This is an optimization exercise on Yosys and OpenROAD, whose aim is small area, a short achievable clock period and few clock cycles per item, not a production implementation.
The RTL was checked by simulation tests, not by an equivalence proof against the original design.
No activity file was given, so power comes from the tool's default toggle rates.

**config.mk**
```make
export PLATFORM = sky130hd
export DESIGN_NAME = fft_computer
export DESIGN_NICKNAME = fft_computer
export VERILOG_FILES = /design/flow/design.v
export SDC_FILE = /design/flow/constraint.sdc
export NUM_CORES = 4
export LEC_CHECK = 0
export CAP_MARGIN = 20
export CORE_MARGIN = 2
export CORE_UTILIZATION = 45
export CTS_BUF_LIST = sky130_fd_sc_hd__clkbuf_16
export CTS_CLUSTER_DIAMETER = 70
export CTS_CLUSTER_SIZE = 32
export SLEW_MARGIN = 20
export SYNTH_MEMORY_MAX_BITS = 65536
```
**constraint.sdc**
```tcl
create_clock -name core_clock -period 10.0 [get_ports {i_clk}]
set_input_delay 2.0000 -clock core_clock [delete_from_list [all_inputs] [get_ports {i_clk}]]
set_output_delay 2.0000 -clock core_clock [all_outputs]
set_load 0.01 [all_outputs]
```
**design.v**
```verilog
module output_fifo #(
  parameter NPOINTS = 64
)(
  input         i_clk,
  input  [31:0] i_wr_data,    
  output [31:0] o_tap_pre,    
  output [31:0] o_head        
);
reg [32*NPOINTS-1:0] sr;
assign o_tap_pre = sr[32*(NPOINTS-1)-1 -: 32];
assign o_head    = sr[31:0];
always @(posedge i_clk)
    sr <= {sr[32*(NPOINTS-1)-1:0], i_wr_data};
endmodule
module power_tree_a(
  input  [31:0] x,
  input  [31:0] p0,
  output [91:0] m
);
  wire pp1 = x[0] & x[1];
  wire pp2 = x[0] & x[2];
  wire pp3 = x[0] & x[3];
  wire pp4 = x[0] & x[4];
  wire pp5 = x[0] & x[5];
  wire pp6 = x[0] & x[6];
  wire pp7 = x[0] & x[7];
  wire pp8 = x[0] & x[8];
  wire pp9 = x[0] & x[9];
  wire pp10 = x[0] & x[10];
  wire pp11 = x[0] & x[11];
  wire pp12 = x[0] & x[12];
  wire pp13 = x[0] & x[13];
  wire pp14 = x[0] & x[14];
  wire pp15 = x[0] & x[15];
  wire pp16 = x[1] & x[2];
  wire pp17 = x[1] & x[3];
  wire pp18 = x[1] & x[4];
  wire pp19 = x[1] & x[5];
  wire pp20 = x[1] & x[6];
  wire pp21 = x[1] & x[7];
  wire pp22 = x[1] & x[8];
  wire pp23 = x[1] & x[9];
  wire pp24 = x[1] & x[10];
  wire pp25 = x[1] & x[11];
  wire pp26 = x[1] & x[12];
  wire pp27 = x[1] & x[13];
  wire pp28 = x[1] & x[14];
  wire pp29 = x[1] & x[15];
  wire pp30 = x[2] & x[3];
  wire pp31 = x[2] & x[4];
  wire pp32 = x[2] & x[5];
  wire pp33 = x[2] & x[6];
  wire pp34 = x[2] & x[7];
  wire pp35 = x[2] & x[8];
  wire pp36 = x[2] & x[9];
  wire pp37 = x[2] & x[10];
  wire pp38 = x[2] & x[11];
  wire pp39 = x[2] & x[12];
  wire pp40 = x[2] & x[13];
  wire pp41 = x[2] & x[14];
  wire pp42 = x[2] & x[15];
  wire pp43 = x[3] & x[4];
  wire pp44 = x[3] & x[5];
  wire pp45 = x[3] & x[6];
  wire pp46 = x[3] & x[7];
  wire pp47 = x[3] & x[8];
  wire pp48 = x[3] & x[9];
  wire pp49 = x[3] & x[10];
  wire pp50 = x[3] & x[11];
  wire pp51 = x[3] & x[12];
  wire pp52 = x[3] & x[13];
  wire pp53 = x[3] & x[14];
  wire pp54 = x[3] & x[15];
  wire pp55 = x[4] & x[5];
  wire pp56 = x[4] & x[6];
  wire pp57 = x[4] & x[7];
  wire pp58 = x[4] & x[8];
  wire pp59 = x[4] & x[9];
  wire pp60 = x[4] & x[10];
  wire pp61 = x[4] & x[11];
  wire pp62 = x[4] & x[12];
  wire pp63 = x[4] & x[13];
  wire pp64 = x[4] & x[14];
  wire pp65 = x[4] & x[15];
  wire pp66 = x[5] & x[6];
  wire pp67 = x[5] & x[7];
  wire pp68 = x[5] & x[8];
  wire pp69 = x[5] & x[9];
  wire pp70 = x[5] & x[10];
  wire pp71 = x[5] & x[11];
  wire pp72 = x[5] & x[12];
  wire pp73 = x[5] & x[13];
  wire pp74 = x[5] & x[14];
  wire pp75 = x[5] & x[15];
  wire pp76 = x[6] & x[7];
  wire pp77 = x[6] & x[8];
  wire pp78 = x[6] & x[9];
  wire pp79 = x[6] & x[10];
  wire pp80 = x[6] & x[11];
  wire pp81 = x[6] & x[12];
  wire pp82 = x[6] & x[13];
  wire pp83 = x[6] & x[14];
  wire pp84 = x[6] & x[15];
  wire pp85 = x[7] & x[8];
  wire pp86 = x[7] & x[9];
  wire pp87 = x[7] & x[10];
  wire pp88 = x[7] & x[11];
  wire pp89 = x[7] & x[12];
  wire pp90 = x[7] & x[13];
  wire pp91 = x[7] & x[14];
  wire pp92 = x[7] & x[15];
  wire pp93 = x[8] & x[9];
  wire pp94 = x[8] & x[10];
  wire pp95 = x[8] & x[11];
  wire pp96 = x[8] & x[12];
  wire pp97 = x[8] & x[13];
  wire pp98 = x[8] & x[14];
  wire pp99 = x[8] & x[15];
  wire pp100 = x[9] & x[10];
  wire pp101 = x[9] & x[11];
  wire pp102 = x[9] & x[12];
  wire pp103 = x[9] & x[13];
  wire pp104 = x[9] & x[14];
  wire pp105 = x[9] & x[15];
  wire pp106 = x[10] & x[11];
  wire pp107 = x[10] & x[12];
  wire pp108 = x[10] & x[13];
  wire pp109 = x[10] & x[14];
  wire pp110 = x[10] & x[15];
  wire pp111 = x[11] & x[12];
  wire pp112 = x[11] & x[13];
  wire pp113 = x[11] & x[14];
  wire pp114 = x[11] & x[15];
  wire pp115 = x[12] & x[13];
  wire pp116 = x[12] & x[14];
  wire pp117 = x[12] & x[15];
  wire pp118 = x[13] & x[14];
  wire pp119 = x[13] & x[15];
  wire pp120 = x[14] & x[15];
  wire pp121 = x[0] & x[16];
  wire pp122 = x[0] & x[17];
  wire pp123 = x[0] & x[18];
  wire pp124 = x[0] & x[19];
  wire pp125 = x[0] & x[20];
  wire pp126 = x[0] & x[21];
  wire pp127 = x[0] & x[22];
  wire pp128 = x[0] & x[23];
  wire pp129 = x[0] & x[24];
  wire pp130 = x[0] & x[25];
  wire pp131 = x[0] & x[26];
  wire pp132 = x[0] & x[27];
  wire pp133 = x[0] & x[28];
  wire pp134 = x[0] & x[29];
  wire pp135 = x[0] & x[30];
  wire pp136 = x[0] & x[31];
  wire pp137 = x[1] & x[16];
  wire pp138 = x[1] & x[17];
  wire pp139 = x[1] & x[18];
  wire pp140 = x[1] & x[19];
  wire pp141 = x[1] & x[20];
  wire pp142 = x[1] & x[21];
  wire pp143 = x[1] & x[22];
  wire pp144 = x[1] & x[23];
  wire pp145 = x[1] & x[24];
  wire pp146 = x[1] & x[25];
  wire pp147 = x[1] & x[26];
  wire pp148 = x[1] & x[27];
  wire pp149 = x[1] & x[28];
  wire pp150 = x[1] & x[29];
  wire pp151 = x[1] & x[30];
  wire pp152 = x[2] & x[16];
  wire pp153 = x[2] & x[17];
  wire pp154 = x[2] & x[18];
  wire pp155 = x[2] & x[19];
  wire pp156 = x[2] & x[20];
  wire pp157 = x[2] & x[21];
  wire pp158 = x[2] & x[22];
  wire pp159 = x[2] & x[23];
  wire pp160 = x[2] & x[24];
  wire pp161 = x[2] & x[25];
  wire pp162 = x[2] & x[26];
  wire pp163 = x[2] & x[27];
  wire pp164 = x[2] & x[28];
  wire pp165 = x[2] & x[29];
  wire pp166 = x[3] & x[16];
  wire pp167 = x[3] & x[17];
  wire pp168 = x[3] & x[18];
  wire pp169 = x[3] & x[19];
  wire pp170 = x[3] & x[20];
  wire pp171 = x[3] & x[21];
  wire pp172 = x[3] & x[22];
  wire pp173 = x[3] & x[23];
  wire pp174 = x[3] & x[24];
  wire pp175 = x[3] & x[25];
  wire pp176 = x[3] & x[26];
  wire pp177 = x[3] & x[27];
  wire pp178 = x[3] & x[28];
  wire pp179 = x[4] & x[16];
  wire pp180 = x[4] & x[17];
  wire pp181 = x[4] & x[18];
  wire pp182 = x[4] & x[19];
  wire pp183 = x[4] & x[20];
  wire pp184 = x[4] & x[21];
  wire pp185 = x[4] & x[22];
  wire pp186 = x[4] & x[23];
  wire pp187 = x[4] & x[24];
  wire pp188 = x[4] & x[25];
  wire pp189 = x[4] & x[26];
  wire pp190 = x[4] & x[27];
  wire pp191 = x[5] & x[16];
  wire pp192 = x[5] & x[17];
  wire pp193 = x[5] & x[18];
  wire pp194 = x[5] & x[19];
  wire pp195 = x[5] & x[20];
  wire pp196 = x[5] & x[21];
  wire pp197 = x[5] & x[22];
  wire pp198 = x[5] & x[23];
  wire pp199 = x[5] & x[24];
  wire pp200 = x[5] & x[25];
  wire pp201 = x[5] & x[26];
  wire pp202 = x[6] & x[16];
  wire pp203 = x[6] & x[17];
  wire pp204 = x[6] & x[18];
  wire pp205 = x[6] & x[19];
  wire pp206 = x[6] & x[20];
  wire pp207 = x[6] & x[21];
  wire pp208 = x[6] & x[22];
  wire pp209 = x[6] & x[23];
  wire pp210 = x[6] & x[24];
  wire pp211 = x[6] & x[25];
  wire pp212 = x[7] & x[16];
  wire pp213 = x[7] & x[17];
  wire pp214 = x[7] & x[18];
  wire pp215 = x[7] & x[19];
  wire pp216 = x[7] & x[20];
  wire pp217 = x[7] & x[21];
  wire pp218 = x[7] & x[22];
  wire pp219 = x[7] & x[23];
  wire pp220 = x[7] & x[24];
  wire pp221 = x[8] & x[16];
  wire pp222 = x[8] & x[17];
  wire pp223 = x[8] & x[18];
  wire pp224 = x[8] & x[19];
  wire pp225 = x[8] & x[20];
  wire pp226 = x[8] & x[21];
  wire pp227 = x[8] & x[22];
  wire pp228 = x[8] & x[23];
  wire pp229 = x[9] & x[16];
  wire pp230 = x[9] & x[17];
  wire pp231 = x[9] & x[18];
  wire pp232 = x[9] & x[19];
  wire pp233 = x[9] & x[20];
  wire pp234 = x[9] & x[21];
  wire pp235 = x[9] & x[22];
  wire pp236 = x[10] & x[16];
  wire pp237 = x[10] & x[17];
  wire pp238 = x[10] & x[18];
  wire pp239 = x[10] & x[19];
  wire pp240 = x[10] & x[20];
  wire pp241 = x[10] & x[21];
  wire pp242 = x[11] & x[16];
  wire pp243 = x[11] & x[17];
  wire pp244 = x[11] & x[18];
  wire pp245 = x[11] & x[19];
  wire pp246 = x[11] & x[20];
  wire pp247 = x[12] & x[16];
  wire pp248 = x[12] & x[17];
  wire pp249 = x[12] & x[18];
  wire pp250 = x[12] & x[19];
  wire pp251 = x[13] & x[16];
  wire pp252 = x[13] & x[17];
  wire pp253 = x[13] & x[18];
  wire pp254 = x[14] & x[16];
  wire pp255 = x[14] & x[17];
  wire pp256 = x[15] & x[16];
  wire s257 = x[11] ^ pp84;
  wire c258 = x[11] & pp84;
  wire s259 = pp92 ^ pp98;
  wire c260 = pp92 & pp98;
  wire s261 = x[12] ^ pp99 ^ pp104;
  wire c262 = (x[12] & pp99) | (x[12] & pp104) | (pp99 & pp104);
  wire s263 = pp108 ^ pp111;
  wire c264 = pp108 & pp111;
  wire s265 = pp105 ^ pp109 ^ pp112;
  wire c266 = (pp105 & pp109) | (pp105 & pp112) | (pp109 & pp112);
  wire s267 = pp130 ^ pp145;
  wire c268 = pp130 & pp145;
  wire s269 = x[13] ^ pp110 ^ pp113;
  wire c270 = (x[13] & pp110) | (x[13] & pp113) | (pp110 & pp113);
  wire s271 = pp115 ^ pp131 ^ pp146;
  wire c272 = (pp115 & pp131) | (pp115 & pp146) | (pp131 & pp146);
  wire s273 = pp160 ^ pp173;
  wire c274 = pp160 & pp173;
  wire s275 = pp114 ^ pp116 ^ pp132;
  wire c276 = (pp114 & pp116) | (pp114 & pp132) | (pp116 & pp132);
  wire s277 = pp147 ^ pp161 ^ pp174;
  wire c278 = (pp147 & pp161) | (pp147 & pp174) | (pp161 & pp174);
  wire s279 = pp186 ^ pp197;
  wire c280 = pp186 & pp197;
  wire s281 = x[14] ^ pp117 ^ pp118;
  wire c282 = (x[14] & pp117) | (x[14] & pp118) | (pp117 & pp118);
  wire s283 = pp133 ^ pp148 ^ pp162;
  wire c284 = (pp133 & pp148) | (pp133 & pp162) | (pp148 & pp162);
  wire s285 = pp175 ^ pp187 ^ pp198;
  wire c286 = (pp175 & pp187) | (pp175 & pp198) | (pp187 & pp198);
  wire s287 = pp208 ^ pp217;
  wire c288 = pp208 & pp217;
  wire s289 = pp119 ^ pp134 ^ pp149;
  wire c290 = (pp119 & pp134) | (pp119 & pp149) | (pp134 & pp149);
  wire s291 = pp163 ^ pp176 ^ pp188;
  wire c292 = (pp163 & pp176) | (pp163 & pp188) | (pp176 & pp188);
  wire s293 = pp199 ^ pp209 ^ pp218;
  wire c294 = (pp199 & pp209) | (pp199 & pp218) | (pp209 & pp218);
  wire s295 = pp226 ^ pp233;
  wire c296 = pp226 & pp233;
  wire s297 = x[15] ^ pp120 ^ pp135;
  wire c298 = (x[15] & pp120) | (x[15] & pp135) | (pp120 & pp135);
  wire s299 = pp150 ^ pp164 ^ pp177;
  wire c300 = (pp150 & pp164) | (pp150 & pp177) | (pp164 & pp177);
  wire s301 = pp189 ^ pp200 ^ pp210;
  wire c302 = (pp189 & pp200) | (pp189 & pp210) | (pp200 & pp210);
  wire s303 = pp219 ^ pp227 ^ pp234;
  wire c304 = (pp219 & pp227) | (pp219 & pp234) | (pp227 & pp234);
  wire s305 = pp240 ^ pp245;
  wire c306 = pp240 & pp245;
  wire s307 = pp136 ^ pp151 ^ pp165;
  wire s308 = pp178 ^ pp190 ^ pp201;
  wire s309 = pp211 ^ pp220 ^ pp228;
  wire s310 = pp235 ^ pp241 ^ pp246;
  wire s311 = pp250 ^ pp253;
  wire s312 = x[8] ^ pp15 ^ pp28;
  wire c313 = (x[8] & pp15) | (x[8] & pp28) | (pp15 & pp28);
  wire s314 = pp29 ^ pp41 ^ pp52;
  wire c315 = (pp29 & pp41) | (pp29 & pp52) | (pp41 & pp52);
  wire s316 = x[9] ^ pp42 ^ pp53;
  wire c317 = (x[9] & pp42) | (x[9] & pp53) | (pp42 & pp53);
  wire s318 = pp63 ^ pp72 ^ pp80;
  wire c319 = (pp63 & pp72) | (pp63 & pp80) | (pp72 & pp80);
  wire s320 = pp54 ^ pp64 ^ pp73;
  wire c321 = (pp54 & pp64) | (pp54 & pp73) | (pp64 & pp73);
  wire s322 = pp81 ^ pp88 ^ pp94;
  wire c323 = (pp81 & pp88) | (pp81 & pp94) | (pp88 & pp94);
  wire s324 = x[10] ^ pp65 ^ pp74;
  wire c325 = (x[10] & pp65) | (x[10] & pp74) | (pp65 & pp74);
  wire s326 = pp82 ^ pp89 ^ pp95;
  wire c327 = (pp82 & pp89) | (pp82 & pp95) | (pp89 & pp95);
  wire s328 = pp100 ^ pp125 ^ pp140;
  wire c329 = (pp100 & pp125) | (pp100 & pp140) | (pp125 & pp140);
  wire s330 = pp75 ^ pp83 ^ pp90;
  wire c331 = (pp75 & pp83) | (pp75 & pp90) | (pp83 & pp90);
  wire s332 = pp96 ^ pp101 ^ pp126;
  wire c333 = (pp96 & pp101) | (pp96 & pp126) | (pp101 & pp126);
  wire s334 = pp141 ^ pp155 ^ pp168;
  wire c335 = (pp141 & pp155) | (pp141 & pp168) | (pp155 & pp168);
  wire s336 = s257 ^ pp91 ^ pp97;
  wire c337 = (s257 & pp91) | (s257 & pp97) | (pp91 & pp97);
  wire s338 = pp102 ^ pp106 ^ pp127;
  wire c339 = (pp102 & pp106) | (pp102 & pp127) | (pp106 & pp127);
  wire s340 = pp142 ^ pp156 ^ pp169;
  wire c341 = (pp142 & pp156) | (pp142 & pp169) | (pp156 & pp169);
  wire s342 = pp181 ^ pp192;
  wire c343 = pp181 & pp192;
  wire s344 = c258 ^ s259 ^ pp103;
  wire c345 = (c258 & s259) | (c258 & pp103) | (s259 & pp103);
  wire s346 = pp107 ^ pp128 ^ pp143;
  wire c347 = (pp107 & pp128) | (pp107 & pp143) | (pp128 & pp143);
  wire s348 = pp157 ^ pp170 ^ pp182;
  wire c349 = (pp157 & pp170) | (pp157 & pp182) | (pp170 & pp182);
  wire s350 = pp193 ^ pp203 ^ pp212;
  wire c351 = (pp193 & pp203) | (pp193 & pp212) | (pp203 & pp212);
  wire s352 = c260 ^ s261 ^ s263;
  wire c353 = (c260 & s261) | (c260 & s263) | (s261 & s263);
  wire s354 = pp129 ^ pp144 ^ pp158;
  wire c355 = (pp129 & pp144) | (pp129 & pp158) | (pp144 & pp158);
  wire s356 = pp171 ^ pp183 ^ pp194;
  wire c357 = (pp171 & pp183) | (pp171 & pp194) | (pp183 & pp194);
  wire s358 = pp204 ^ pp213 ^ pp221;
  wire c359 = (pp204 & pp213) | (pp204 & pp221) | (pp213 & pp221);
  wire s360 = c262 ^ c264 ^ s265;
  wire c361 = (c262 & c264) | (c262 & s265) | (c264 & s265);
  wire s362 = s267 ^ pp159 ^ pp172;
  wire c363 = (s267 & pp159) | (s267 & pp172) | (pp159 & pp172);
  wire s364 = pp184 ^ pp195 ^ pp205;
  wire c365 = (pp184 & pp195) | (pp184 & pp205) | (pp195 & pp205);
  wire s366 = pp214 ^ pp222 ^ pp229;
  wire c367 = (pp214 & pp222) | (pp214 & pp229) | (pp222 & pp229);
  wire s368 = c266 ^ c268 ^ s269;
  wire c369 = (c266 & c268) | (c266 & s269) | (c268 & s269);
  wire s370 = s271 ^ s273 ^ pp185;
  wire c371 = (s271 & s273) | (s271 & pp185) | (s273 & pp185);
  wire s372 = pp196 ^ pp206 ^ pp215;
  wire c373 = (pp196 & pp206) | (pp196 & pp215) | (pp206 & pp215);
  wire s374 = pp223 ^ pp230 ^ pp236;
  wire c375 = (pp223 & pp230) | (pp223 & pp236) | (pp230 & pp236);
  wire s376 = c270 ^ c272 ^ c274;
  wire c377 = (c270 & c272) | (c270 & c274) | (c272 & c274);
  wire s378 = s275 ^ s277 ^ s279;
  wire c379 = (s275 & s277) | (s275 & s279) | (s277 & s279);
  wire s380 = pp207 ^ pp216 ^ pp224;
  wire c381 = (pp207 & pp216) | (pp207 & pp224) | (pp216 & pp224);
  wire s382 = pp231 ^ pp237 ^ pp242;
  wire c383 = (pp231 & pp237) | (pp231 & pp242) | (pp237 & pp242);
  wire s384 = c276 ^ c278 ^ c280;
  wire c385 = (c276 & c278) | (c276 & c280) | (c278 & c280);
  wire s386 = s281 ^ s283 ^ s285;
  wire c387 = (s281 & s283) | (s281 & s285) | (s283 & s285);
  wire s388 = s287 ^ pp225 ^ pp232;
  wire c389 = (s287 & pp225) | (s287 & pp232) | (pp225 & pp232);
  wire s390 = pp238 ^ pp243 ^ pp247;
  wire c391 = (pp238 & pp243) | (pp238 & pp247) | (pp243 & pp247);
  wire s392 = c282 ^ c284 ^ c286;
  wire c393 = (c282 & c284) | (c282 & c286) | (c284 & c286);
  wire s394 = c288 ^ s289 ^ s291;
  wire c395 = (c288 & s289) | (c288 & s291) | (s289 & s291);
  wire s396 = s293 ^ s295 ^ pp239;
  wire c397 = (s293 & s295) | (s293 & pp239) | (s295 & pp239);
  wire s398 = pp244 ^ pp248 ^ pp251;
  wire c399 = (pp244 & pp248) | (pp244 & pp251) | (pp248 & pp251);
  wire s400 = c290 ^ c292 ^ c294;
  wire c401 = (c290 & c292) | (c290 & c294) | (c292 & c294);
  wire s402 = c296 ^ s297 ^ s299;
  wire c403 = (c296 & s297) | (c296 & s299) | (s297 & s299);
  wire s404 = s301 ^ s303 ^ s305;
  wire c405 = (s301 & s303) | (s301 & s305) | (s303 & s305);
  wire s406 = pp249 ^ pp252 ^ pp254;
  wire c407 = (pp249 & pp252) | (pp249 & pp254) | (pp252 & pp254);
  wire s408 = c298 ^ c300 ^ c302;
  wire s409 = c304 ^ c306 ^ s307;
  wire s410 = s308 ^ s309 ^ s310;
  wire s411 = s311 ^ pp255 ^ pp256;
  wire s412 = x[5] ^ pp9;
  wire c413 = x[5] & pp9;
  wire s414 = pp10 ^ pp23;
  wire c415 = pp10 & pp23;
  wire s416 = x[6] ^ pp11 ^ pp24;
  wire c417 = (x[6] & pp11) | (x[6] & pp24) | (pp11 & pp24);
  wire s418 = pp36 ^ pp47;
  wire c419 = pp36 & pp47;
  wire s420 = pp12 ^ pp25 ^ pp37;
  wire c421 = (pp12 & pp25) | (pp12 & pp37) | (pp25 & pp37);
  wire s422 = pp48 ^ pp58;
  wire c423 = pp48 & pp58;
  wire s424 = x[7] ^ pp13 ^ pp26;
  wire c425 = (x[7] & pp13) | (x[7] & pp26) | (pp13 & pp26);
  wire s426 = pp38 ^ pp49 ^ pp59;
  wire c427 = (pp38 & pp49) | (pp38 & pp59) | (pp49 & pp59);
  wire s428 = pp68 ^ pp76;
  wire c429 = pp68 & pp76;
  wire s430 = pp14 ^ pp27 ^ pp39;
  wire c431 = (pp14 & pp27) | (pp14 & pp39) | (pp27 & pp39);
  wire s432 = pp50 ^ pp60 ^ pp69;
  wire c433 = (pp50 & pp60) | (pp50 & pp69) | (pp60 & pp69);
  wire s434 = pp77 ^ p0[15];
  wire c435 = pp77 & p0[15];
  wire s436 = s312 ^ pp40 ^ pp51;
  wire c437 = (s312 & pp40) | (s312 & pp51) | (pp40 & pp51);
  wire s438 = pp61 ^ pp70 ^ pp78;
  wire c439 = (pp61 & pp70) | (pp61 & pp78) | (pp70 & pp78);
  wire s440 = pp85 ^ pp121 ^ p0[16];
  wire c441 = (pp85 & pp121) | (pp85 & p0[16]) | (pp121 & p0[16]);
  wire s442 = c313 ^ s314 ^ pp62;
  wire c443 = (c313 & s314) | (c313 & pp62) | (s314 & pp62);
  wire s444 = pp71 ^ pp79 ^ pp86;
  wire c445 = (pp71 & pp79) | (pp71 & pp86) | (pp79 & pp86);
  wire s446 = pp122 ^ pp137 ^ p0[17];
  wire c447 = (pp122 & pp137) | (pp122 & p0[17]) | (pp137 & p0[17]);
  wire s448 = c315 ^ s316 ^ s318;
  wire c449 = (c315 & s316) | (c315 & s318) | (s316 & s318);
  wire s450 = pp87 ^ pp93 ^ pp123;
  wire c451 = (pp87 & pp93) | (pp87 & pp123) | (pp93 & pp123);
  wire s452 = pp138 ^ pp152 ^ p0[18];
  wire c453 = (pp138 & pp152) | (pp138 & p0[18]) | (pp152 & p0[18]);
  wire s454 = c317 ^ c319 ^ s320;
  wire c455 = (c317 & c319) | (c317 & s320) | (c319 & s320);
  wire s456 = s322 ^ pp124 ^ pp139;
  wire c457 = (s322 & pp124) | (s322 & pp139) | (pp124 & pp139);
  wire s458 = pp153 ^ pp166 ^ p0[19];
  wire c459 = (pp153 & pp166) | (pp153 & p0[19]) | (pp166 & p0[19]);
  wire s460 = c321 ^ c323 ^ s324;
  wire c461 = (c321 & c323) | (c321 & s324) | (c323 & s324);
  wire s462 = s326 ^ s328 ^ pp154;
  wire c463 = (s326 & s328) | (s326 & pp154) | (s328 & pp154);
  wire s464 = pp167 ^ pp179 ^ p0[20];
  wire c465 = (pp167 & pp179) | (pp167 & p0[20]) | (pp179 & p0[20]);
  wire s466 = c325 ^ c327 ^ c329;
  wire c467 = (c325 & c327) | (c325 & c329) | (c327 & c329);
  wire s468 = s330 ^ s332 ^ s334;
  wire c469 = (s330 & s332) | (s330 & s334) | (s332 & s334);
  wire s470 = pp180 ^ pp191 ^ p0[21];
  wire c471 = (pp180 & pp191) | (pp180 & p0[21]) | (pp191 & p0[21]);
  wire s472 = c331 ^ c333 ^ c335;
  wire c473 = (c331 & c333) | (c331 & c335) | (c333 & c335);
  wire s474 = s336 ^ s338 ^ s340;
  wire c475 = (s336 & s338) | (s336 & s340) | (s338 & s340);
  wire s476 = s342 ^ pp202 ^ p0[22];
  wire c477 = (s342 & pp202) | (s342 & p0[22]) | (pp202 & p0[22]);
  wire s478 = c337 ^ c339 ^ c341;
  wire c479 = (c337 & c339) | (c337 & c341) | (c339 & c341);
  wire s480 = c343 ^ s344 ^ s346;
  wire c481 = (c343 & s344) | (c343 & s346) | (s344 & s346);
  wire s482 = s348 ^ s350 ^ p0[23];
  wire c483 = (s348 & s350) | (s348 & p0[23]) | (s350 & p0[23]);
  wire s484 = c345 ^ c347 ^ c349;
  wire c485 = (c345 & c347) | (c345 & c349) | (c347 & c349);
  wire s486 = c351 ^ s352 ^ s354;
  wire c487 = (c351 & s352) | (c351 & s354) | (s352 & s354);
  wire s488 = s356 ^ s358 ^ p0[24];
  wire c489 = (s356 & s358) | (s356 & p0[24]) | (s358 & p0[24]);
  wire s490 = c353 ^ c355 ^ c357;
  wire c491 = (c353 & c355) | (c353 & c357) | (c355 & c357);
  wire s492 = c359 ^ s360 ^ s362;
  wire c493 = (c359 & s360) | (c359 & s362) | (s360 & s362);
  wire s494 = s364 ^ s366 ^ p0[25];
  wire c495 = (s364 & s366) | (s364 & p0[25]) | (s366 & p0[25]);
  wire s496 = c361 ^ c363 ^ c365;
  wire c497 = (c361 & c363) | (c361 & c365) | (c363 & c365);
  wire s498 = c367 ^ s368 ^ s370;
  wire c499 = (c367 & s368) | (c367 & s370) | (s368 & s370);
  wire s500 = s372 ^ s374 ^ p0[26];
  wire c501 = (s372 & s374) | (s372 & p0[26]) | (s374 & p0[26]);
  wire s502 = c369 ^ c371 ^ c373;
  wire c503 = (c369 & c371) | (c369 & c373) | (c371 & c373);
  wire s504 = c375 ^ s376 ^ s378;
  wire c505 = (c375 & s376) | (c375 & s378) | (s376 & s378);
  wire s506 = s380 ^ s382 ^ p0[27];
  wire c507 = (s380 & s382) | (s380 & p0[27]) | (s382 & p0[27]);
  wire s508 = c377 ^ c379 ^ c381;
  wire c509 = (c377 & c379) | (c377 & c381) | (c379 & c381);
  wire s510 = c383 ^ s384 ^ s386;
  wire c511 = (c383 & s384) | (c383 & s386) | (s384 & s386);
  wire s512 = s388 ^ s390 ^ p0[28];
  wire c513 = (s388 & s390) | (s388 & p0[28]) | (s390 & p0[28]);
  wire s514 = c385 ^ c387 ^ c389;
  wire c515 = (c385 & c387) | (c385 & c389) | (c387 & c389);
  wire s516 = c391 ^ s392 ^ s394;
  wire c517 = (c391 & s392) | (c391 & s394) | (s392 & s394);
  wire s518 = s396 ^ s398 ^ p0[29];
  wire c519 = (s396 & s398) | (s396 & p0[29]) | (s398 & p0[29]);
  wire s520 = c393 ^ c395 ^ c397;
  wire c521 = (c393 & c395) | (c393 & c397) | (c395 & c397);
  wire s522 = c399 ^ s400 ^ s402;
  wire c523 = (c399 & s400) | (c399 & s402) | (s400 & s402);
  wire s524 = s404 ^ s406 ^ p0[30];
  wire c525 = (s404 & s406) | (s404 & p0[30]) | (s406 & p0[30]);
  wire s526 = c401 ^ c403 ^ c405;
  wire s527 = c407 ^ s408 ^ s409;
  wire s528 = s410 ^ s411 ^ p0[31];
  wire s529 = x[3] ^ pp5;
  wire c530 = x[3] & pp5;
  wire s531 = pp6 ^ pp19;
  wire c532 = pp6 & pp19;
  wire s533 = x[4] ^ pp7 ^ pp20;
  wire c534 = (x[4] & pp7) | (x[4] & pp20) | (pp7 & pp20);
  wire s535 = pp32 ^ pp43;
  wire c536 = pp32 & pp43;
  wire s537 = pp8 ^ pp21 ^ pp33;
  wire c538 = (pp8 & pp21) | (pp8 & pp33) | (pp21 & pp33);
  wire s539 = pp44 ^ p0[9];
  wire c540 = pp44 & p0[9];
  wire s541 = s412 ^ pp22 ^ pp34;
  wire c542 = (s412 & pp22) | (s412 & pp34) | (pp22 & pp34);
  wire s543 = pp45 ^ pp55 ^ p0[10];
  wire c544 = (pp45 & pp55) | (pp45 & p0[10]) | (pp55 & p0[10]);
  wire s545 = c413 ^ s414 ^ pp35;
  wire c546 = (c413 & s414) | (c413 & pp35) | (s414 & pp35);
  wire s547 = pp46 ^ pp56 ^ p0[11];
  wire c548 = (pp46 & pp56) | (pp46 & p0[11]) | (pp56 & p0[11]);
  wire s549 = c415 ^ s416 ^ s418;
  wire c550 = (c415 & s416) | (c415 & s418) | (s416 & s418);
  wire s551 = pp57 ^ pp66 ^ p0[12];
  wire c552 = (pp57 & pp66) | (pp57 & p0[12]) | (pp66 & p0[12]);
  wire s553 = c417 ^ c419 ^ s420;
  wire c554 = (c417 & c419) | (c417 & s420) | (c419 & s420);
  wire s555 = s422 ^ pp67 ^ p0[13];
  wire c556 = (s422 & pp67) | (s422 & p0[13]) | (pp67 & p0[13]);
  wire s557 = c421 ^ c423 ^ s424;
  wire c558 = (c421 & c423) | (c421 & s424) | (c423 & s424);
  wire s559 = s426 ^ s428 ^ p0[14];
  wire c560 = (s426 & s428) | (s426 & p0[14]) | (s428 & p0[14]);
  wire s561 = c425 ^ c427 ^ c429;
  wire c562 = (c425 & c427) | (c425 & c429) | (c427 & c429);
  wire s563 = s430 ^ s432 ^ s434;
  wire c564 = (s430 & s432) | (s430 & s434) | (s432 & s434);
  wire s565 = c431 ^ c433 ^ c435;
  wire c566 = (c431 & c433) | (c431 & c435) | (c433 & c435);
  wire s567 = s436 ^ s438 ^ s440;
  wire c568 = (s436 & s438) | (s436 & s440) | (s438 & s440);
  wire s569 = c437 ^ c439 ^ c441;
  wire c570 = (c437 & c439) | (c437 & c441) | (c439 & c441);
  wire s571 = s442 ^ s444 ^ s446;
  wire c572 = (s442 & s444) | (s442 & s446) | (s444 & s446);
  wire s573 = c443 ^ c445 ^ c447;
  wire c574 = (c443 & c445) | (c443 & c447) | (c445 & c447);
  wire s575 = s448 ^ s450 ^ s452;
  wire c576 = (s448 & s450) | (s448 & s452) | (s450 & s452);
  wire s577 = c449 ^ c451 ^ c453;
  wire c578 = (c449 & c451) | (c449 & c453) | (c451 & c453);
  wire s579 = s454 ^ s456 ^ s458;
  wire c580 = (s454 & s456) | (s454 & s458) | (s456 & s458);
  wire s581 = c455 ^ c457 ^ c459;
  wire c582 = (c455 & c457) | (c455 & c459) | (c457 & c459);
  wire s583 = s460 ^ s462 ^ s464;
  wire c584 = (s460 & s462) | (s460 & s464) | (s462 & s464);
  wire s585 = c461 ^ c463 ^ c465;
  wire c586 = (c461 & c463) | (c461 & c465) | (c463 & c465);
  wire s587 = s466 ^ s468 ^ s470;
  wire c588 = (s466 & s468) | (s466 & s470) | (s468 & s470);
  wire s589 = c467 ^ c469 ^ c471;
  wire c590 = (c467 & c469) | (c467 & c471) | (c469 & c471);
  wire s591 = s472 ^ s474 ^ s476;
  wire c592 = (s472 & s474) | (s472 & s476) | (s474 & s476);
  wire s593 = c473 ^ c475 ^ c477;
  wire c594 = (c473 & c475) | (c473 & c477) | (c475 & c477);
  wire s595 = s478 ^ s480 ^ s482;
  wire c596 = (s478 & s480) | (s478 & s482) | (s480 & s482);
  wire s597 = c479 ^ c481 ^ c483;
  wire c598 = (c479 & c481) | (c479 & c483) | (c481 & c483);
  wire s599 = s484 ^ s486 ^ s488;
  wire c600 = (s484 & s486) | (s484 & s488) | (s486 & s488);
  wire s601 = c485 ^ c487 ^ c489;
  wire c602 = (c485 & c487) | (c485 & c489) | (c487 & c489);
  wire s603 = s490 ^ s492 ^ s494;
  wire c604 = (s490 & s492) | (s490 & s494) | (s492 & s494);
  wire s605 = c491 ^ c493 ^ c495;
  wire c606 = (c491 & c493) | (c491 & c495) | (c493 & c495);
  wire s607 = s496 ^ s498 ^ s500;
  wire c608 = (s496 & s498) | (s496 & s500) | (s498 & s500);
  wire s609 = c497 ^ c499 ^ c501;
  wire c610 = (c497 & c499) | (c497 & c501) | (c499 & c501);
  wire s611 = s502 ^ s504 ^ s506;
  wire c612 = (s502 & s504) | (s502 & s506) | (s504 & s506);
  wire s613 = c503 ^ c505 ^ c507;
  wire c614 = (c503 & c505) | (c503 & c507) | (c505 & c507);
  wire s615 = s508 ^ s510 ^ s512;
  wire c616 = (s508 & s510) | (s508 & s512) | (s510 & s512);
  wire s617 = c509 ^ c511 ^ c513;
  wire c618 = (c509 & c511) | (c509 & c513) | (c511 & c513);
  wire s619 = s514 ^ s516 ^ s518;
  wire c620 = (s514 & s516) | (s514 & s518) | (s516 & s518);
  wire s621 = c515 ^ c517 ^ c519;
  wire c622 = (c515 & c517) | (c515 & c519) | (c517 & c519);
  wire s623 = s520 ^ s522 ^ s524;
  wire c624 = (s520 & s522) | (s520 & s524) | (s522 & s524);
  wire s625 = c521 ^ c523 ^ c525;
  wire s626 = s526 ^ s527 ^ s528;
  wire s627 = x[2] ^ pp3;
  wire c628 = x[2] & pp3;
  wire s629 = pp4 ^ pp17;
  wire c630 = pp4 & pp17;
  wire s631 = s529 ^ pp18 ^ pp30;
  wire c632 = (s529 & pp18) | (s529 & pp30) | (pp18 & pp30);
  wire s633 = c530 ^ s531 ^ pp31;
  wire c634 = (c530 & s531) | (c530 & pp31) | (s531 & pp31);
  wire s635 = c532 ^ s533 ^ s535;
  wire c636 = (c532 & s533) | (c532 & s535) | (s533 & s535);
  wire s637 = c534 ^ c536 ^ s537;
  wire c638 = (c534 & c536) | (c534 & s537) | (c536 & s537);
  wire s639 = c538 ^ c540 ^ s541;
  wire c640 = (c538 & c540) | (c538 & s541) | (c540 & s541);
  wire s641 = c542 ^ c544 ^ s545;
  wire c642 = (c542 & c544) | (c542 & s545) | (c544 & s545);
  wire s643 = c546 ^ c548 ^ s549;
  wire c644 = (c546 & c548) | (c546 & s549) | (c548 & s549);
  wire s645 = c550 ^ c552 ^ s553;
  wire c646 = (c550 & c552) | (c550 & s553) | (c552 & s553);
  wire s647 = c554 ^ c556 ^ s557;
  wire c648 = (c554 & c556) | (c554 & s557) | (c556 & s557);
  wire s649 = c558 ^ c560 ^ s561;
  wire c650 = (c558 & c560) | (c558 & s561) | (c560 & s561);
  wire s651 = c562 ^ c564 ^ s565;
  wire c652 = (c562 & c564) | (c562 & s565) | (c564 & s565);
  wire s653 = c566 ^ c568 ^ s569;
  wire c654 = (c566 & c568) | (c566 & s569) | (c568 & s569);
  wire s655 = c570 ^ c572 ^ s573;
  wire c656 = (c570 & c572) | (c570 & s573) | (c572 & s573);
  wire s657 = c574 ^ c576 ^ s577;
  wire c658 = (c574 & c576) | (c574 & s577) | (c576 & s577);
  wire s659 = c578 ^ c580 ^ s581;
  wire c660 = (c578 & c580) | (c578 & s581) | (c580 & s581);
  wire s661 = c582 ^ c584 ^ s585;
  wire c662 = (c582 & c584) | (c582 & s585) | (c584 & s585);
  wire s663 = c586 ^ c588 ^ s589;
  wire c664 = (c586 & c588) | (c586 & s589) | (c588 & s589);
  wire s665 = c590 ^ c592 ^ s593;
  wire c666 = (c590 & c592) | (c590 & s593) | (c592 & s593);
  wire s667 = c594 ^ c596 ^ s597;
  wire c668 = (c594 & c596) | (c594 & s597) | (c596 & s597);
  wire s669 = c598 ^ c600 ^ s601;
  wire c670 = (c598 & c600) | (c598 & s601) | (c600 & s601);
  wire s671 = c602 ^ c604 ^ s605;
  wire c672 = (c602 & c604) | (c602 & s605) | (c604 & s605);
  wire s673 = c606 ^ c608 ^ s609;
  wire c674 = (c606 & c608) | (c606 & s609) | (c608 & s609);
  wire s675 = c610 ^ c612 ^ s613;
  wire c676 = (c610 & c612) | (c610 & s613) | (c612 & s613);
  wire s677 = c614 ^ c616 ^ s617;
  wire c678 = (c614 & c616) | (c614 & s617) | (c616 & s617);
  wire s679 = c618 ^ c620 ^ s621;
  wire c680 = (c618 & c620) | (c618 & s621) | (c620 & s621);
  wire s681 = c622 ^ c624 ^ s625;
  assign m = {s626, s681, c680, s623, s679, c678, s619, s677, c676, s615, s675, c674, s611, s673, c672, s607, s671, c670, s603, s669, c668, s599, s667, c666, s595, s665, c664, s591, s663, c662, s587, s661, c660, s583, s659, c658, s579, s657, c656, s575, s655, c654, s571, s653, c652, s567, s651, c650, s563, s649, c648, s559, s647, c646, s555, s645, c644, s551, s643, c642, s547, s641, c640, s543, s639, c638, s539, s637, c636, p0[8], s635, c634, p0[7], s633, c632, p0[6], s631, c630, p0[5], s629, c628, p0[4], pp16, s627, p0[3], pp2, p0[2], pp1, x[1], p0[1], p0[0], x[0]};
endmodule
module power_tree_b(
  input  [91:0] m,
  output [31:0] p
);
  wire s682 = m[3] ^ m[4];
  wire c683 = m[3] & m[4];
  wire s684 = m[6] ^ m[7];
  wire c685 = m[6] & m[7];
  wire s686 = m[8] ^ m[9] ^ m[10];
  wire c687 = (m[8] & m[9]) | (m[8] & m[10]) | (m[9] & m[10]);
  wire s688 = m[11] ^ m[12] ^ m[13];
  wire c689 = (m[11] & m[12]) | (m[11] & m[13]) | (m[12] & m[13]);
  wire s690 = m[14] ^ m[15] ^ m[16];
  wire c691 = (m[14] & m[15]) | (m[14] & m[16]) | (m[15] & m[16]);
  wire s692 = m[17] ^ m[18] ^ m[19];
  wire c693 = (m[17] & m[18]) | (m[17] & m[19]) | (m[18] & m[19]);
  wire s694 = m[20] ^ m[21] ^ m[22];
  wire c695 = (m[20] & m[21]) | (m[20] & m[22]) | (m[21] & m[22]);
  wire s696 = m[23] ^ m[24] ^ m[25];
  wire c697 = (m[23] & m[24]) | (m[23] & m[25]) | (m[24] & m[25]);
  wire s698 = m[26] ^ m[27] ^ m[28];
  wire c699 = (m[26] & m[27]) | (m[26] & m[28]) | (m[27] & m[28]);
  wire s700 = m[29] ^ m[30] ^ m[31];
  wire c701 = (m[29] & m[30]) | (m[29] & m[31]) | (m[30] & m[31]);
  wire s702 = m[32] ^ m[33] ^ m[34];
  wire c703 = (m[32] & m[33]) | (m[32] & m[34]) | (m[33] & m[34]);
  wire s704 = m[35] ^ m[36] ^ m[37];
  wire c705 = (m[35] & m[36]) | (m[35] & m[37]) | (m[36] & m[37]);
  wire s706 = m[38] ^ m[39] ^ m[40];
  wire c707 = (m[38] & m[39]) | (m[38] & m[40]) | (m[39] & m[40]);
  wire s708 = m[41] ^ m[42] ^ m[43];
  wire c709 = (m[41] & m[42]) | (m[41] & m[43]) | (m[42] & m[43]);
  wire s710 = m[44] ^ m[45] ^ m[46];
  wire c711 = (m[44] & m[45]) | (m[44] & m[46]) | (m[45] & m[46]);
  wire s712 = m[47] ^ m[48] ^ m[49];
  wire c713 = (m[47] & m[48]) | (m[47] & m[49]) | (m[48] & m[49]);
  wire s714 = m[50] ^ m[51] ^ m[52];
  wire c715 = (m[50] & m[51]) | (m[50] & m[52]) | (m[51] & m[52]);
  wire s716 = m[53] ^ m[54] ^ m[55];
  wire c717 = (m[53] & m[54]) | (m[53] & m[55]) | (m[54] & m[55]);
  wire s718 = m[56] ^ m[57] ^ m[58];
  wire c719 = (m[56] & m[57]) | (m[56] & m[58]) | (m[57] & m[58]);
  wire s720 = m[59] ^ m[60] ^ m[61];
  wire c721 = (m[59] & m[60]) | (m[59] & m[61]) | (m[60] & m[61]);
  wire s722 = m[62] ^ m[63] ^ m[64];
  wire c723 = (m[62] & m[63]) | (m[62] & m[64]) | (m[63] & m[64]);
  wire s724 = m[65] ^ m[66] ^ m[67];
  wire c725 = (m[65] & m[66]) | (m[65] & m[67]) | (m[66] & m[67]);
  wire s726 = m[68] ^ m[69] ^ m[70];
  wire c727 = (m[68] & m[69]) | (m[68] & m[70]) | (m[69] & m[70]);
  wire s728 = m[71] ^ m[72] ^ m[73];
  wire c729 = (m[71] & m[72]) | (m[71] & m[73]) | (m[72] & m[73]);
  wire s730 = m[74] ^ m[75] ^ m[76];
  wire c731 = (m[74] & m[75]) | (m[74] & m[76]) | (m[75] & m[76]);
  wire s732 = m[77] ^ m[78] ^ m[79];
  wire c733 = (m[77] & m[78]) | (m[77] & m[79]) | (m[78] & m[79]);
  wire s734 = m[80] ^ m[81] ^ m[82];
  wire c735 = (m[80] & m[81]) | (m[80] & m[82]) | (m[81] & m[82]);
  wire s736 = m[83] ^ m[84] ^ m[85];
  wire c737 = (m[83] & m[84]) | (m[83] & m[85]) | (m[84] & m[85]);
  wire s738 = m[86] ^ m[87] ^ m[88];
  wire c739 = (m[86] & m[87]) | (m[86] & m[88]) | (m[87] & m[88]);
  wire s740 = m[89] ^ m[90] ^ m[91];
  wire [31:0] s = {c739, c737, c735, c733, c731, c729, c727, c725, c723, c721, c719, c717, c715, c713, c711, c709, c707, c705, c703, c701, c699, c697, c695, c693, c691, c689, c687, c685, c683, s682, m[2], m[0]};
  wire [31:0] c = {s740, s738, s736, s734, s732, s730, s728, s726, s724, s722, s720, s718, s716, s714, s712, s710, s708, s706, s704, s702, s700, s698, s696, s694, s692, s690, s688, s686, s684, m[5], 1'b0, m[1]};
  assign p = s + c;
endmodule
module output_ctrl #(
  parameter LAT = 3             
)(
  input        i_clk,
  input        i_rst_n,
  input        i_data_valid,
  output       o_data_ready,
  output       o_acc,           
  output       o_win,           
  output       o_ld,            
  output       o_data_valid,
  input        i_data_ready,
  input        i_wr_sum         
);
reg [5:0] k;         
reg       win;       
reg [5:0] din;       
reg [5:0] dout;      
reg [5:0] rcnt;      
reg [6:0] avail;     
reg       pend;      
reg       rdy;
reg       can_ld;
reg       ovalid;
wire acc = i_data_valid & rdy;
wire ld  = can_ld & (~ovalid | i_data_ready);
assign o_data_ready = rdy;
assign o_acc        = acc;
assign o_win        = win;
assign o_ld         = ld;
assign o_data_valid = ovalid;
function rdy_next;
    input       a, l;
    input [5:0] k, din, rcnt;
    input       win, pend;
    reg   [5:0] k_n, rcnt_n;
    reg         win_n, pend_n, aligned_n, free_n, first_n;
    begin
        k_n       = a ? k + 6'd1 : k;
        win_n     = (a & (k == 6'd63)) ? ~win : win;
        rcnt_n    = l ? rcnt + 6'd1 : rcnt;
        pend_n    = (pend & ~(l & (rcnt == 6'd63))) | (a & win);
        aligned_n = a | (din == 6'd63);
        first_n   = (k_n == 6'd0) & ~win_n;
        free_n    = win_n | ~pend_n | (k_n < rcnt_n);
        rdy_next  = free_n & (aligned_n | (first_n & ~pend_n));
    end
endfunction
wire r00 = rdy_next(1'b0, 1'b0, k, din, rcnt, win, pend);
wire r01 = rdy_next(1'b0, 1'b1, k, din, rcnt, win, pend);
wire r10 = rdy_next(1'b1, 1'b0, k, din, rcnt, win, pend);
wire r11 = rdy_next(1'b1, 1'b1, k, din, rcnt, win, pend);
wire [6:0] avw  = avail + {6'd0, i_wr_sum};
wire       c0   = (avw != 7'd0) & (dout == 6'd63);
wire       c1   = (avw != 7'd1) & (dout == 6'd0);
wire       rebase = acc & ~win & (k == 6'd0) & ~pend;
always @(posedge i_clk)
begin
    if(!i_rst_n)
    begin
        k      <= 6'd0;
        win    <= 1'b0;
        din    <= 6'd0;
        dout   <= 6'd0;
        rcnt   <= 6'd0;
        avail  <= 7'd0;
        pend   <= 1'b0;
        rdy    <= 1'b1;
        can_ld <= 1'b0;
        ovalid <= 1'b0;
    end
    else
    begin
        if(acc)
        begin
            k <= k + 6'd1;
            if(k == 6'd63)
                win <= ~win;
        end
        din    <= acc ? 6'd0 : din + 6'd1;
        dout   <= rebase ? 6'd1 - LAT : (ld ? dout : dout + 6'd1);
        if(ld)
            rcnt <= rcnt + 6'd1;
        avail  <= ld ? avw - 7'd1 : avw;
        pend   <= (pend & ~(ld & (rcnt == 6'd63))) | (acc & win);
        rdy    <= acc ? (ld ? r11 : r10) : (ld ? r01 : r00);
        can_ld <= ld ? c1 : c0;
        ovalid <= ld | (ovalid & ~i_data_ready);
    end
end
endmodule
module fft_computer(
input        i_clk,
input        i_rst_n,
input        i_data_valid,
input [31:0] i_data,
output       o_data_ready,
output       o_data_valid,
output [31:0]o_data,
input        i_data_ready
);
localparam MW = 92;      
wire        acc, win, ld;
wire [31:0] tap, head, sum;
wire [MW-1:0] m_d;
reg  [31:0]   x;         
reg           v1, w1;
reg  [MW-1:0] m;         
reg           v2, w2;
reg  [31:0]   out_r;
output_ctrl ctrl (
    .i_clk(i_clk),
    .i_rst_n(i_rst_n),
    .i_data_valid(i_data_valid),
    .o_data_ready(o_data_ready),
    .o_acc(acc),
    .o_win(win),
    .o_ld(ld),
    .o_data_valid(o_data_valid),
    .i_data_ready(i_data_ready),
    .i_wr_sum(v2 & w2)
);
power_tree_a tree_a (
    .x(x),
    .p0((v1 & ~w1) ? 32'd0 : tap),
    .m(m_d)
);
power_tree_b tree_b (
    .m(m),
    .p(sum)
);
output_fifo store (
    .i_clk(i_clk),
    .i_wr_data(sum),
    .o_tap_pre(tap),
    .o_head(head)
);
always @(posedge i_clk)
begin
    x  <= acc ? i_data : 32'd0;
    w1 <= win;
    m  <= m_d;
    w2 <= w1;
    if(ld)
        out_r <= head;
end
always @(posedge i_clk)
begin
    if(!i_rst_n)
    begin
        v1 <= 1'b0;
        v2 <= 1'b0;
    end
    else
    begin
        v1 <= acc;
        v2 <= v1;
    end
end
assign o_data = out_r;
endmodule
```
**flow/run.sh**
```bash
#!/bin/bash
# The standard layout (standard.sh) at the same clock period, with
# timing repair aimed at a setup slack of SETUP_SLACK_MARGIN ns instead of 0
# and the port buffers started as buf_2 (repair may resize them).
set -euo pipefail
bash standard.sh SETUP_SLACK_MARGIN=7.0 "BUFFER_PORTS_ARGS=-buffer_cell sky130_fd_sc_hd__buf_2" finish > make.log 2>&1
```
**standard.sh**
```bash
#!/bin/bash
# synth_recipe.tcl (not shown) runs the flow's synth.tcl, then flattens the netlist and writes it again
# the make line also repeats each setting of config.mk as NAME=value (left out here)
make -C /OpenROAD-flow-scripts/flow DESIGN_CONFIG=/design/flow/config.mk WORK_HOME=/design/flow/orfs CLKGATE_MAP_FILE= SYNTH_SCRIPT=/design/flow/synth_recipe.tcl "${@:-finish}"
```
==> impl_metrics.toml, run 1 <==
[grt]
first_global_vias = 22500
grt_antenna_before_repair = 4
grt_use_total = 0.129
overflow = 0
grt_pass1_wl_um = 127000
grt_max_degree = 35

[synth]
synth.avg_cell_area_um2 = 15.8
yosys.area.top_type = "dfxtp_1"
synth_area_um2 = 55100
synth-async-reset-ratio = 0
synth_cells = 3490
synth_flop_cell = "dfxtp_1"
ys_seq_elements = 2212
synth_top_area_share = 0.792
ys_warn_count = 3
ys_seq_area_frac = 0.810
synth_area_leaders = "dfxtp_1 79%, fa_1 7.6%, ha_1 2.0%"
syn_nets = 3820
synth_edf_count = 32
synth_cell_types = 59

[route]
drtAntennaViolNets = 0
routed_wl_um = 79400
drt_iter0_drc = 1432
wl_met2_um = 32600
drt_pre_antenna_iters = 5
drc = 0
wl_per_cell_um = 14.8
top_layer = "met4"
vias = 22600
wl_met1_um = 41000
via_per_inst = 4.22
wl_met3_um = 3560

[die]
die_area_um2 = 125000
num_rows = 128
start_util = 0.453
die-width_um = 354
die_h_um = 354
coreArea_um2 = 122000
io_pins = 70

[status]
outcome = "no timing/DRC/antenna violations"

[clocking]
root_buffer = "clkbuf_16"
clock_path_buffers = 3
cts_tree = "built"
htreeDepth = 3
cts_made_buffers = 91
cts_sinks = 2212
clk_latency_ns = 0.70
clk_pin_slew_worst_paths_ns = 0.11
ctsHoldBuffers = 0

[setup_path]
critPathLaunchType = "register"
crit_buf_inv = 1
critPathMaxStageDelay_ns = 0.45
endpoint_kind = "output pin"
reg2reg_depth = 10
path_cells = "buf_2"
cp.depth = 1
critPathMaxFanout = 1
crit_family = "flip-flops"
worst_ep_arrival_time_ns = 1.32
cpMaxStageDelayCell = "edfxtp_1"
cp.required_ns = 8.00
path_class = "register to output pin"

[sta]
setup_viol = 0
hold_ws_ns = 0.305
hold_violations = 0
final_max_slew_viol_count = 0
clock_skew_ns = 0.0268
fin_crit_sh = 0.332
fmax_ghz = 0.301
period_minus_slack_ns = 3.32
tns_ns = 0
max_slew_margin = 0.423
tightest_slew_ns = 0.864
rsz0062_at_grt = "yes"

[placed_design]
post-dp-hpwl_um = 46200
gp_congestion = 0.791
placed_area_um2 = 57400
numPortBuffers = 69

[pwr]
p_clk_frac = 0.267
p_comb_frac = 0.048
p_seq_frac = 0.685
switchingPower_mw = 3.69
p_per_area_nw_per_um2 = 275
p_sw_frac = 0.218
p_leak_nw = 25.8
intPower_mw = 13.2
irDropWorstVdd_mv = 0.193

[finish]
drive_gt1_frac = 0.124
layout_commonest_cell = "dfxtp_1"
syn2layout_area_growth_pct = 12.0
num-nets-final = 4011
layout_common_cells = "2151 x dfxtp_1, 185 x inv_1, 164 x fa_1"
fin_area_um2 = 61700

[hold_path]
hold_path.class = "register to register"
hold_depth = 0

[flow_run]
drv_cap = 0
-- logic make-up after synthesis --
group / share of synthesized area
AO/OA/AOI/OAI: 0.0171
XOR/XNOR: 0.0148
adder cells (fa/ha/maj): 0.0951
buffers and inverters: 0.0179
flip-flops: 0.810
multiplexers: 0.000182
AND/OR/NAND/NOR: 0.0452
-- through the flow --
| stage | instances | total power, mW | setup slack (ns) | utilization |
|---|---|---|---|---|
| floorplan | 3490 | 12.1 | 6.69 | - |
| detailed placement | 5127 | 12.5 | 5.94 | 0.472 |
| global placement | 5127 | 12.5 | 5.98 | 0.472 |
| global route | 5359 | 17.8 | 6.59 | 0.508 |
| finish | 5361 | 16.9 | 6.68 | 0.508 |
| CTS | 5334 | 17.1 | 6.57 | 0.504 |
-- worst register-to-register path, delay by kind of cell (launching register included) --
family,cells,cell delay (ns)
adders and majority gates,5,2.43
DFF,1,0.39
buffers and inverters,4,0.26
and+or+nand+nor,1,0.05
-- layer usage --
metal,global-route usage,vias to the layer above
li1,-,11200
met1,0.193,11000
met2,0.188,308
met3,0.0248,136
met4,0.0431,0
met5,0,-
-- sequential cells by signal, indices dropped and copies added, names as in the netlist --
name         count
x               32
ctrl.dout        6
ctrl.ovalid      1
m               92
ctrl.k           6
w2               1
store.sr      2016
ctrl.can_ld      1
ctrl.rcnt        6
v1               1
ctrl.win         1
v2               1
ctrl.din         6
out_r           32
w1               1
ctrl.rdy         1
ctrl.pend        1
ctrl.avail       7
-- synth_stat cells (32+ instances only) --
master / n
dfxtp_1: 2180
fa_1: 208
inv_1: 199
nand2_1: 163
and2_1: 159
ha_1: 86
clkbuf_1: 62
xnor2_1: 61
nor2_1: 51
a21oi_1: 47
and3_1: 41
edfxtp_1: 32
xor2_1: 32
-- layout make-up --
cell class,count,area [um^2]
clock inverter,55,681
multi-input combinational,1016,9910
sequential,2212,44700
tap,1625,2030
clock buffer,91,2280
fill,10100,59800
antenna,2,5.00
timing repair buffer,161,1360
inverter,199,749
-- power groups by stage --
stage | clock [mW] | sequential [mW] | combinational (mW)
floorplan | 0 | 11.6 | 0.490
global placement | 0 | 11.8 | 0.698
detailed placement | 0 | 11.8 | 0.691
CTS | 4.69 | 11.7 | 0.781
global route | 5.01 | 11.8 | 0.901
finish | 4.52 | 11.6 | 0.819
-- final timing paths --
check                     start            end  slack (ns)
hold reg to reg   store.sr[294]  store.sr[326]        0.31
setup / recovery      out_r[30]     o_data[30]        6.68
hold / removal    store.sr[294]  store.sr[326]        0.31
setup reg to reg           x[7]          m[87]        6.81
-- timing repair --
action / 4_1_cts / 5_1_grt
pin swaps: 24 / 53
gates resized for setup: 105 / 87
buffers inserted: 59 / 25
setup endpoints to repair: 89 / 79
gates cloned: 2 / 0
Testbench counts, summed over its fixed seeds: cycles 8,224, items 4,096.
==> inputs of run 2 (changes only) <==
--- a/config.mk
+++ b/config.mk
@@ -7,7 +7,7 @@
 export LEC_CHECK = 0
 export CAP_MARGIN = 20
 export CORE_MARGIN = 2
-export CORE_UTILIZATION = 45
+export CORE_UTILIZATION = 65
 export CTS_BUF_LIST = sky130_fd_sc_hd__clkbuf_16
 export CTS_CLUSTER_DIAMETER = 70
 export CTS_CLUSTER_SIZE = 32
==> run 2 against run 1 <==
Compared with the run above: sequential cell count is the same; non-clock buffer count decreased by 17; count of clock-buffer cells in the layout is 6 lower; first-iteration DRC count down 28%; maximum frequency down 1.9%; sequential power is essentially flat; total power is 1.2% lower; critical endpoint is now o_data[23]; largest cell class unchanged.
==> impl_metrics.toml, run 2 <==
[finish]
layout_commonest_cell = "dfxtp_1"
fillers = 5181
fin_area_um2 = 60400
largest_reg_flops = 2016
final_cells = 4821
final_core_util = 0.721
syn2layout_area_growth_pct = 9.68
layout_common_cells = "2149 x dfxtp_1, 187 x inv_1, 170 x fa_1"
drive_gt1_frac = 0.109
num-nets-final = 3987
largest-register = "store.sr"
reg.largest.list = "store.sr: 2016 flops, m: 92 flops"

[die]
io_pins = 70
coreArea_um2 = 83800
die-width_um = 295
die_area_um2 = 87100
die_h_um = 295
num_rows = 106
start_util = 0.657

[setup_path]
cp.required_ns = 8.00
cp.depth = 1
crit_family = "flip-flops"
worst_ep_arrival_time_ns = 1.38
endpoint_kind = "output pin"
path_class = "register to output pin"
cpMaxStageDelayCell = "edfxtp_1"
path_cells = "buf_2"
crit_buf_inv = 1
critPathLaunchType = "register"
critPathMaxStageDelay_ns = 0.50
critPathMaxFanout = 1
regToRegStartpoint = "x[9]"
reg2reg_depth = 9
startpoint = "out_r[23]"

[grt]
grt_antenna_before_repair = 7
grt_pass1_wl_um = 140000
overflow = 0
grt.met1_usage = 0.279
grt_use_total = 0.209
use_met3 = 0.0282
busiest_layer = "met2"
grt.met2_usage = 0.359
first_global_vias = 25000
grt_max_degree = 35

[synth]
yosys.area.top_type = "dfxtp_1"
synth_flop_cell = "dfxtp_1"
synth.most_common_cell = "dfxtp_1"
synth_top_area_share = 0.792
ys_warn_count = 3
synth_cell_types = 59
synth_cells = 3490
synth_top_cells_by_count = "2180 x dfxtp_1, 208 x fa_1, 199 x inv_1, 163 x nand2_1, 159 x and2_1"
syn_nets = 3820
synth.avg_cell_area_um2 = 15.8
synth_area_um2 = 55100
ys_seq_area_frac = 0.810
synth_area_leaders = "dfxtp_1 79%, fa_1 7.6%, ha_1 2.0%"
synth-async-reset-ratio = 0
synth_edf_count = 32
ys_seq_elements = 2212

[clocking]
root_buffer = "clkbuf_16"
clk_latency_ns = 0.69
cts_tree = "built"
cts_sinks = 2212
ctsHoldBuffers = 0
cts_made_buffers = 84
clock_path_buffers = 3
clk_pin_slew_worst_paths_ns = 0.12
htreeDepth = 3

[placed_design]
numPortBuffers = 69
post-dp-hpwl_um = 49200
placed_area_um2 = 56800
dp_slack_ns = 6.17
dp_cells = 4635
gp_congestion = 0.833

[hold_path]
hold_path.class = "register to register"
min_from = "store.sr[1251]"
hold_depth = 0

[sta]
fin_crit_sh = 0.338
hold_violations = 0
clock_skew_ns = 0.0571
final.setup.worst_slack_ns = 6.62
fmax_ghz = 0.295
max_slew_margin = 0.466
period_minus_slack_ns = 3.38
tightest_slew_ns = 0.800
setup_viol = 0
hold_ws_ns = 0.312
tns_ns = 0
rsz0062_at_grt = "yes"
final_max_slew_viol_count = 0

[route]
vias = 22800
drt_iter0_drc = 1025
via_per_inst = 4.73
wl_per_cell_um = 18.2
drt_pre_antenna_iters = 5
drc = 0
drtAntennaViolNets = 0
routed_wl_um = 87800

[pwr]
design_power_total_mw = 16.7
irDropWorstVdd_mv = 0.217
p_per_area_nw_per_um2 = 277
p_leak_nw = 25.5

[flow_run]
drv_cap = 0

[status]
outcome = "no timing/DRC/antenna violations"
[run 2: cell counts after synthesis]
No cell type changed its count.
[run 2: routing by layer]
| metal | routed length (um) | part of all wire | up-vias |
|---|---|---|---|
| met2 | 43400 | 0.49 | 372 |
| met4 | 2600 | 0.030 | 2 |
| li1 | - | - | 11100 |
| met3 | 2810 | 0.032 | 160 |
| met5 | 13 | 0.00015 | - |
| met1 | 39000 | 0.44 | 11200 |
[run 2: repair_timing]
action / 4_1_cts / 5_1_grt
buffers inserted: 56 / 12
pin swaps: 26 / 33
cloned: 2 / 0
setup endpoints to repair: 81 / 72
gates resized for setup: 94 / 71
[run 2: kinds of logic (layout without fill, tap and decap cells)]
group / after synthesis / in the layout / synth area share
and+or+nand+nor: 483 / 483 / 0.0452
muxes: 1 / 1 / 0.000182
DFF: 2212 / 2212 / 0.810
xor gates and xnor gates: 93 / 93 / 0.0148
AOI/OAI and AO/OA: 145 / 145 / 0.0171
other: 0 / 1 / 0
buffers and inverters: 262 / 458 / 0.0179
adders and majority gates: 294 / 294 / 0.0951
[run 2: final timing paths]
path	endpoint	slack, ns
setup reg to reg	m[75]	6.82
hold reg to reg	store.sr[1283]	0.31
hold / removal	store.sr[1283]	0.31
setup / recovery	o_data[23]	6.62
[run 2: power breakdown]
group / switching [mW] / internal [mW]
Clock: 2.58 / 1.63
Combinational: 0.471 / 0.326
Sequential: 0.674 / 11.1
Total: 3.72 / 13.0
[run 2: cell type report]
cell class / instances / area, um^2 / area share
diodes: 1 / 2.50 / 0.0000414
clock buffers: 85 / 2130 / 0.0352
clock inverters: 30 / 432 / 0.00714
inverters: 199 / 749 / 0.0124
multi-input cells: 1016 / 9800 / 0.162
flip-flops and latches: 2212 / 44700 / 0.740
well taps: 1134 / 1420 / 0.0235
repair buffers: 144 / 1180 / 0.0196
==> inputs of run 3 (changes only) <==
--- a/config.mk
+++ b/config.mk
@@ -7,9 +7,9 @@
 export LEC_CHECK = 0
 export CAP_MARGIN = 20
 export CORE_MARGIN = 2
-export CORE_UTILIZATION = 65
-export CTS_BUF_LIST = sky130_fd_sc_hd__clkbuf_16
-export CTS_CLUSTER_DIAMETER = 70
-export CTS_CLUSTER_SIZE = 32
+export CORE_UTILIZATION = 45
+export CTS_BUF_LIST = sky130_fd_sc_hd__clkbuf_8
+export CTS_CLUSTER_DIAMETER = 60
+export CTS_CLUSTER_SIZE = 18
 export SLEW_MARGIN = 20
 export SYNTH_MEMORY_MAX_BITS = 65536
==> run 3 against run 2 <==
Compared with the run above: global-route usage fell by 7.6 points; sequential share of layout area is 1.1 points lower; sequential cell count did not move; still clean on timing, DRC and antenna; via count grew 0.22%; sequential power about the same.
==> impl_metrics.toml, run 3 <==
[die]
io_pins = 70
die_h_um = 354
die_area_um2 = 125000
start_util = 0.453
num_rows = 128
coreArea_um2 = 122000
die-width_um = 354

[setup_path]
cp.required_ns = 8.00
path_class = "register to output pin"
worst_ep_arrival_time_ns = 1.49
critPathMaxFanout = 8
endpoint_kind = "output pin"
critPathLaunchType = "register"

[sta]
clock_skew_ns = 0.0406
final_max_slew_viol_count = 0
hold_violations = 0
rsz0062_at_grt = "yes"
setup_viol = 0
tns_ns = 0
max_slew_margin = 0.422
period_minus_slack_ns = 3.49
fmax_ghz = 0.287
tightest_slew_ns = 0.867
fin_crit_sh = 0.349

[synth]
synth.avg_cell_area_um2 = 15.8
synth_top_area_share = 0.792
synth_cells = 3490
ys_seq_elements = 2212
synth_cell_types = 59
yosys.area.top_type = "dfxtp_1"
synth.most_common_cell = "dfxtp_1"
ys_seq_area_frac = 0.810
synth_flop_cell = "dfxtp_1"
synth_area_leaders = "dfxtp_1 79%, fa_1 7.6%, ha_1 2.0%"
ys_warn_count = 3
synth_edf_count = 32
synth-async-reset-ratio = 0
syn_nets = 3820
synth_area_um2 = 55100
synth_top_cells_by_count = "2180 x dfxtp_1, 208 x fa_1, 199 x inv_1, 163 x nand2_1, 159 x and2_1"

[clocking]
cts_made_buffers = 151
root_buffer = "clkbuf_8"
clk_pin_slew_worst_paths_ns = 0.10
ctsHoldBuffers = 0
cts_tree = "built"
htreeDepth = 4
cts_sinks = 2212
clk_latency_ns = 0.88
clock_path_buffers = 3

[route]
drtAntennaViolNets = 0
vias = 22900
drt_iter0_drc = 1380
drc = 0
drt_pre_antenna_iters = 5
via_per_inst = 4.22
routed_wl_um = 80100
wl_per_cell_um = 14.8

[pwr]
p_leak_nw = 25.7
design_power_total_mw = 16.6
irDropWorstVdd_mv = 0.163
p_per_area_nw_per_um2 = 271

[placed_design]
placed_area_um2 = 57400
post-dp-hpwl_um = 46200
gp_congestion = 0.791
numPortBuffers = 69

[flow_run]
drv_cap = 0

[grt]
overflow = 0
first_global_vias = 23300
grt_max_degree = 35
grt_pass1_wl_um = 129000
grt_antenna_before_repair = 7
grt_use_total = 0.133

[finish]
syn2layout_area_growth_pct = 11.3
drive_gt1_frac = 0.134
layout_commonest_cell = "dfxtp_1"
layout_common_cells = "2150 x dfxtp_1, 185 x inv_1, 162 x fa_1"
reg.largest.list = "store.sr: 2016 flops, m: 92 flops"
final_core_util = 0.504
largest-register = "store.sr"
num-nets-final = 4055
fin_area_um2 = 61300
largest_reg_flops = 2016

[status]
outcome = "no timing/DRC/antenna violations"

[hold_path]
hold_path.class = "register to register"
## run 3: metrics by stage
stage,cells,hold slack [ns],setup WS [ns]
4_1_cts,5397,0.311,6.34
5_1_grt,5408,0.315,6.38
3_5_place_dp,5127,0.312,5.94
6_report,5411,0.307,6.51
3_3_place_gp,5127,0.310,5.98
2_1_floorplan,3490,0.310,6.69
## run 3: timing repair
item	in CTS	in global routing
pin swaps	27	40
cloned	2	0
setup endpoints to repair	84	69
gates resized for setup	101	80
setup buffers	59	9
## run 3: cells by family after synthesis
kind of cell,Yosys count,share of synthesized area
AO/OA/AOI/OAI,145,0.0171
XOR/XNOR,93,0.0148
adder cells (fa/ha/maj),294,0.0951
buffers and inverters,262,0.0179
flip-flops,2212,0.810
multiplexers,1,0.000182
AND/OR/NAND/NOR,483,0.0452
## run 3: path summary, 6_finish.rpt
kind / startpoint / end / slack, ns / cells past startpoint
worst min-delay path: store.sr[1317] / store.sr[1349] / 0.31 / 0
worst max register to register: x[1] / m[81] / 6.77 / 9
worst max-delay path: ctrl.rdy / o_data_ready / 6.51 / 2
worst min register to register: store.sr[1317] / store.sr[1349] / 0.31 / 0
## run 3: area by class of cell
type,count,area (um^2)
fillers,10200,60300
flip-flops and latches,2212,44700
repair buffers,145,1210
well taps,1625,2030
inverters,199,747
diodes,5,12.5
multi-input cells,1016,9900
clock inverters,54,562
clock buffers,155,2130
## run 3: metal layers
layer,share of wire,GRT usage
met1,0.51,0.194
met2,0.41,0.188
met3,0.048,0.0315
met4,0.030,0.0580
met5,0,0
## run 3: critical path, cell delays in order, from the launching register on
cell     delay (ns)
dfxtp_4        0.36
buf_12         0.13
buf_8          0.12
## run 3: where the power goes
group | internal, mW | switching (mW) | leakage [nW] | total [mW]
sequential | 11.1 | 0.548 | 18.4 | 11.6
clock | 1.63 | 2.58 | 1.43 | 4.20
combinational | 0.333 | 0.474 | 5.89 | 0.807

-- static timing again, ports no longer ideal --
In the flow no input, the clock included, has a driving cell. The finished layouts below were timed again as built, in two steps. Step 1 (the two cells are an assumption about what drives the block):
set clk [get_ports {i_clk}]
set_driving_cell -lib_cell sky130_fd_sc_hd__clkbuf_16 $clk
set_driving_cell -lib_cell sky130_fd_sc_hd__buf_2 [delete_from_list [all_inputs] $clk]
Step 2 moves the port delays by t, midway between the first and last clock arrival at a register: inputs arrive t later, outputs are due t later. That takes back most of the time a late clock gives input paths. a / b / c = no drivers / after step 1 / after step 2; a / b = the first two.
run	t, ns	slack for setup (ns)	hold WS [ns]	latest minus earliest clock arrival (ns)	worst register clock-pin slew, ns
run 1	0.752	6.680 / 6.614 / 6.411	0.305 / 0.305 / 0.305	0.033 / 0.033	0.11 / 0.11
run 2	0.724	6.615 / 6.550 / 6.396	0.312 / 0.312 / 0.312	0.060 / 0.059	0.12 / 0.12
run 3	0.920	6.511 / 6.448 / 6.249	0.307 / 0.307 / 0.307	0.051 / 0.050	0.12 / 0.12
After both steps setup and hold are still met in every run listed. The setup slack of run 1, which loses most, moves by -0.066 ns with the drivers and by -0.269 ns with both steps.
